This is an optimization exercise on Yosys and OpenROAD, whose aim is small area, not a production implementation. In this exercise RTL edits were held to simulation tests only and were not proved equivalent to the original. The flow treats the clock pin as an ideal source, which a real chip does not have. Power figures rest on the tool's default switching activity, not on a simulated workload.

== run A ==
==> flow/design.v (excerpt) <==
module path(clk, rst_n, data1_i, data2_i, valid1_i, valid2_i, data_o, req_o, gnt_i, stop1_o, stop2_o, valid_o);
For scale: roughly 57 flip-flops, roughly 0.0023 mm2 of cells after synthesis.
==> flow/config.mk <==
export PLATFORM = sky130hd
export DESIGN_NAME = path
export DESIGN_NICKNAME = path
export VERILOG_FILES = /design/flow/design.v
export SDC_FILE = /design/flow/constraint.sdc
export NUM_CORES = 4
export LEC_CHECK = 0
export CAP_MARGIN = 20
export CORE_MARGIN = 2
export CORE_UTILIZATION = 40
export SLEW_MARGIN = 20
export SYNTH_HIERARCHICAL = 1
==> flow/constraint.sdc <==
create_clock -name core_clock -period 5.0 [get_ports {clk}]
set_input_delay 1.0000 -clock core_clock [delete_from_list [all_inputs] [get_ports {clk}]]
set_output_delay 1.0000 -clock core_clock [all_outputs]
set_load 0.01 [all_outputs]
standard.sh (not shown) runs the stock make flow with config.mk's settings and CLKGATE_MAP_FILE= SYNTH_SCRIPT=/design/flow/synth_recipe.tcl, a recipe that flattens the netlist after the stock synthesis.
==> flow/flow/run.sh <==
#!/bin/bash
# The standard ORFS layout (standard.sh), with changes to what it inserts:
#  - port buffers are the smallest buffer cell (buf_1) instead of clkdlybuf4s50_1;
#  - clock tree synthesis uses clkbuf_4 buffers and inserts no dummy loads;
#    after CTS, flow/shrink.tcl shrinks clock buffers that can be smaller
#    while every flip-flop clock pin stays well under the slew limit;
#  - buffers that synthesis (ABC) inserted are removed at floorplan; the
#    resizer's repair_design puts back what slew and capacitance need.
# The full make output goes to standard.log in this folder; ORFS's per-step
# logs stay under orfs/logs/.
set -euo pipefail
export BUFFER_PORTS_ARGS="-buffer_cell sky130_fd_sc_hd__buf_1"
export CTS_ARGS="-sink_clustering_enable -repair_clock_nets -dont_use_dummy_load -buf_list sky130_fd_sc_hd__clkbuf_4"
export REMOVE_ABC_BUFFERS=1
export POST_CTS_TCL="$PWD/flow/shrink.tcl"
export CLK_SHRINK_CELLS="sky130_fd_sc_hd__clkbuf_1 sky130_fd_sc_hd__clkbuf_2"
export CLK_SHRINK_SLEW_PS=105
bash standard.sh > standard.log 2>&1
Other scripts of this flow, unchanged in this note and not shown: flow/flow/shrink.tcl
Every stage of the flow completed for run A, and the final layout passed the timing, DRC and antenna checks.
Relative to run A, the following input files were edited for run B:
Settings: CORE_UTILIZATION changed from 40 to 60.
==> flow/flow/run.sh <==
#!/bin/bash
# The standard ORFS layout (standard.sh), with changes to what it inserts:
#  - port buffers are the smallest buffer cell (buf_1) instead of clkdlybuf4s50_1;
#  - clock tree synthesis uses clkbuf_4 buffers and inserts no dummy loads;
#    after CTS, flow/shrink.tcl shrinks clock buffers that can be smaller
#    while every flip-flop clock pin stays well under the slew limit;
#  - buffers that synthesis (ABC) inserted are removed at floorplan; the
#    resizer's repair_design puts back what slew and capacitance need;
#  - before CTS, flow/recover.tcl downsizes gates with timing slack to spare
#    and repairs slew and capacitance again.
# The full make output goes to standard.log in this folder; ORFS's per-step
# logs stay under orfs/logs/.
set -euo pipefail
export BUFFER_PORTS_ARGS="-buffer_cell sky130_fd_sc_hd__buf_1"
export CTS_ARGS="-sink_clustering_enable -repair_clock_nets -dont_use_dummy_load -buf_list sky130_fd_sc_hd__clkbuf_4"
export REMOVE_ABC_BUFFERS=1
export PRE_CTS_TCL="$PWD/flow/recover.tcl"
export POST_CTS_TCL="$PWD/flow/shrink.tcl"
export CLK_SHRINK_CELLS="sky130_fd_sc_hd__clkbuf_1 sky130_fd_sc_hd__clkbuf_2"
export CLK_SHRINK_SLEW_PS=105
bash standard.sh > standard.log 2>&1
==> flow/flow/recover.tcl (new file) <==
# PRE_CTS hook: area recovery after placement. The resizer downsizes gates
# that have timing slack to spare (repair_timing -recover_power), then
# repair_design fixes any slew or capacitance this leaves over the usual margins,
# and detailed placement legalises the result.
set_dont_use $::env(DONT_USE_CELLS)
estimate_parasitics -placement
repair_timing -recover_power 100 -verbose
set rc_slew 20
set rc_cap 20
if {[info exists ::env(SLEW_MARGIN)] && $::env(SLEW_MARGIN) ne ""} { set rc_slew $::env(SLEW_MARGIN) }
if {[info exists ::env(CAP_MARGIN)] && $::env(CAP_MARGIN) ne ""} { set rc_cap $::env(CAP_MARGIN) }
repair_design -verbose -slew_margin $rc_slew -cap_margin $rc_cap
detailed_placement
estimate_parasitics -placement
[summary]
Of run B and run A, run A shows the lower share of power burned in combinational logic, with run B above it. Worst-case vdd ir drop delta for run B relative to run A: about 13% higher. Run B vs run A on switching power summed over all nets: run B is the lower one.
Modified inputs, run C compared to run B
Settings: swapping 20 for 5 in CAP_MARGIN; swapping 60 for 40 in CORE_UTILIZATION; swapping 20 for 5 in SLEW_MARGIN.
==> flow/flow/run.sh <==
#!/bin/bash
# The standard ORFS layout (standard.sh), with changes to what it inserts:
#  - port buffers are the smallest buffer cell (buf_1) instead of clkdlybuf4s50_1;
#  - clock tree synthesis uses clkbuf_4 buffers and inserts no dummy loads;
#    after CTS, flow/shrink.tcl shrinks clock buffers that can be smaller
#    while every flip-flop clock pin stays well under the slew limit;
#  - buffers that synthesis (ABC) inserted are removed at floorplan; the
#    resizer's repair_design puts back what slew and capacitance need.
# The full make output goes to standard.log in this folder; ORFS's per-step
# logs stay under orfs/logs/.
set -euo pipefail
export BUFFER_PORTS_ARGS="-buffer_cell sky130_fd_sc_hd__buf_1"
export CTS_ARGS="-sink_clustering_enable -repair_clock_nets -dont_use_dummy_load -buf_list sky130_fd_sc_hd__clkbuf_4"
export REMOVE_ABC_BUFFERS=1
export POST_CTS_TCL="$PWD/flow/shrink.tcl"
export CLK_SHRINK_CELLS="sky130_fd_sc_hd__clkbuf_1 sky130_fd_sc_hd__clkbuf_2"
export CLK_SHRINK_SLEW_PS=105
bash standard.sh > standard.log 2>&1
removed: flow/flow/recover.tcl
Results
Total power went up slightly going from run B to run C. Measured against run C, the final cell count without fillers of run B comes out at 0.906 times the reference value. Compared with run B, run C shows a higher cell-internal power. Summary of run C over run B: via count of the first global-routing pass rose by about 2.8%, starting density of the core now smaller, sequential power increased about 0.6%, first-pass GRT wire length moved up, wire length now sits higher. When run C is set beside run B, its worst slew margin relative to its limit turns out to be 2.4 points larger.
Inputs modified between run C and run D:
Settings: a change of CAP_MARGIN from 5 to 20; a change of SLEW_MARGIN from 5 to 20.
==> flow/flow/run.sh <==
#!/bin/bash
# The standard ORFS layout (standard.sh), with changes to what it inserts:
#  - port buffers are the smallest buffer cell (buf_1) instead of clkdlybuf4s50_1;
#  - clock tree synthesis uses clkbuf_4 buffers and inserts no dummy loads;
#    after CTS, flow/shrink.tcl shrinks clock buffers that can be smaller
#    while every flip-flop clock pin stays well under the slew limit;
#  - buffers that synthesis (ABC) inserted are removed at floorplan; the
#    resizer's repair_design puts back what slew and capacitance need;
#  - before CTS, flow/recover.tcl downsizes gates with timing slack to spare
#    and repairs slew and capacitance again.
# The full make output goes to standard.log in this folder; ORFS's per-step
# logs stay under orfs/logs/.
set -euo pipefail
export BUFFER_PORTS_ARGS="-buffer_cell sky130_fd_sc_hd__buf_1"
export CTS_ARGS="-sink_clustering_enable -repair_clock_nets -dont_use_dummy_load -buf_list sky130_fd_sc_hd__clkbuf_4"
export REMOVE_ABC_BUFFERS=1
export PRE_CTS_TCL="$PWD/flow/recover.tcl"
export POST_CTS_TCL="$PWD/flow/shrink.tcl"
export CLK_SHRINK_CELLS="sky130_fd_sc_hd__clkbuf_1 sky130_fd_sc_hd__clkbuf_2"
export CLK_SHRINK_SLEW_PS=105
bash standard.sh > standard.log 2>&1
==> flow/flow/recover.tcl (new file) <==
# PRE_CTS hook: area recovery after placement. The resizer downsizes gates
# that have timing slack to spare (repair_timing -recover_power), then
# repair_design fixes any slew or capacitance this leaves over the usual margins,
# and detailed placement legalises the result.
set_dont_use $::env(DONT_USE_CELLS)
estimate_parasitics -placement
repair_timing -recover_power 100 -verbose
set rc_slew 20
set rc_cap 20
if {[info exists ::env(SLEW_MARGIN)] && $::env(SLEW_MARGIN) ne ""} { set rc_slew $::env(SLEW_MARGIN) }
if {[info exists ::env(CAP_MARGIN)] && $::env(CAP_MARGIN) ne ""} { set rc_cap $::env(CAP_MARGIN) }
repair_design -verbose -slew_margin $rc_slew -cap_margin $rc_cap
detailed_placement
estimate_parasitics -placement
[summary]
Part of the total power dissipated in combinational logic in run D vs run C: down 0.3 points. Summary: with run C as the reference, filler cell count in the final layout in run D moved up by a few percent. Comparing run C and run D, sequential share of layout area is lower on run C. Of run C and run D, the higher worst setup slack belongs to run C.
Changes in run E relative to run D:
Settings: setting GPL_TIMING_DRIVEN to 0 for the first time.
==> flow/flow/run.sh <==
#!/bin/bash
# The standard ORFS layout (standard.sh), with changes to what it inserts:
#  - port buffers are the smallest buffer cell (buf_1) instead of clkdlybuf4s50_1;
#  - clock tree synthesis uses clkbuf_4 buffers and inserts no dummy loads;
#    after CTS, flow/shrink.tcl shrinks clock buffers that can be smaller
#    while every flip-flop clock pin stays well under the slew limit;
#  - buffers that synthesis (ABC) inserted are removed at floorplan; the
#    resizer's repair_design puts back what slew and capacitance need.
# The full make output goes to standard.log in this folder; ORFS's per-step
# logs stay under orfs/logs/.
set -euo pipefail
export BUFFER_PORTS_ARGS="-buffer_cell sky130_fd_sc_hd__buf_1"
export CTS_ARGS="-sink_clustering_enable -repair_clock_nets -dont_use_dummy_load -buf_list sky130_fd_sc_hd__clkbuf_4"
export REMOVE_ABC_BUFFERS=1
export POST_CTS_TCL="$PWD/flow/shrink.tcl"
export CLK_SHRINK_CELLS="sky130_fd_sc_hd__clkbuf_1 sky130_fd_sc_hd__clkbuf_2"
export CLK_SHRINK_SLEW_PS=105
bash standard.sh > standard.log 2>&1
removed: flow/flow/recover.tcl
## What came out
Part of the Yosys area used for sequential elements came out exactly the same in run D and run E.
Of run D and run E, run E shows the lower largest net degree at the start of global routing, with run D above it.
Run D has lower mean number of vias per cell than run E.
Run E vs. run D: global-route wire length before repair increased 150 um, area of all placed cells without fillers went up about 1.6%, wire length after detailed routing went up 0.97%, power rose 2.2%.
Run D → run E: final period demand of the worst path moved down; filler cell count decreased 2.6%.
> inputs changed (run E -> run F)
Settings: CAP_MARGIN now 10, was 20; SLEW_MARGIN now 10, was 20; GPL_TIMING_DRIVEN no longer set, was 0.
Notes after the runs:
On sequential power, run E tracks run F almost exactly.
Total power (run F vs. run E) decreases slightly
Looking at switching part of the total power, run F sits 0.17 points lower than run E does.
Final setup violation count came out exactly the same in run E and run F.
Relative to run E, wire length has decreased by 0.88% in run F.
Of run E and run F, the run reporting the higher area of all placed cells without fillers was run E.

## re-timing with driven ports
The results above use ideal ports. As a check the final layouts listed here were re-extracted and re-timed, cells and wires unchanged.
Step 1, drivers: a clkbuf_16 drives clk and a buf_2 each remaining input, both assumed.
Step 2 times the ports against the registers' clock, not the clock port: input delays grow and output delays shrink by t, the midpoint of the rising clock arrivals with the driver on.
a / b / c = no drivers / after step 1 / after step 2; a / b = the first two.
| run | shift t [ns] | slack for setup (ns) | cell pins on the clock port's net |
|---|---|---|---|
| run A | 0.381 | 2.145 / 2.126 / 2.022 | 1 |
| run B | 0.443 | 1.811 / 1.784 / 1.784 | 1 |
| run C | 0.381 | 2.145 / 2.126 / 2.022 | 1 |
| run D | 0.622 | 1.875 / 1.855 / 1.801 | 1 |
| run E | 0.691 | 2.108 / 2.087 / 2.087 | 1 |
| run F | 0.381 | 2.145 / 2.126 / 2.022 | 1 |
After both steps every run listed still meets setup and hold.
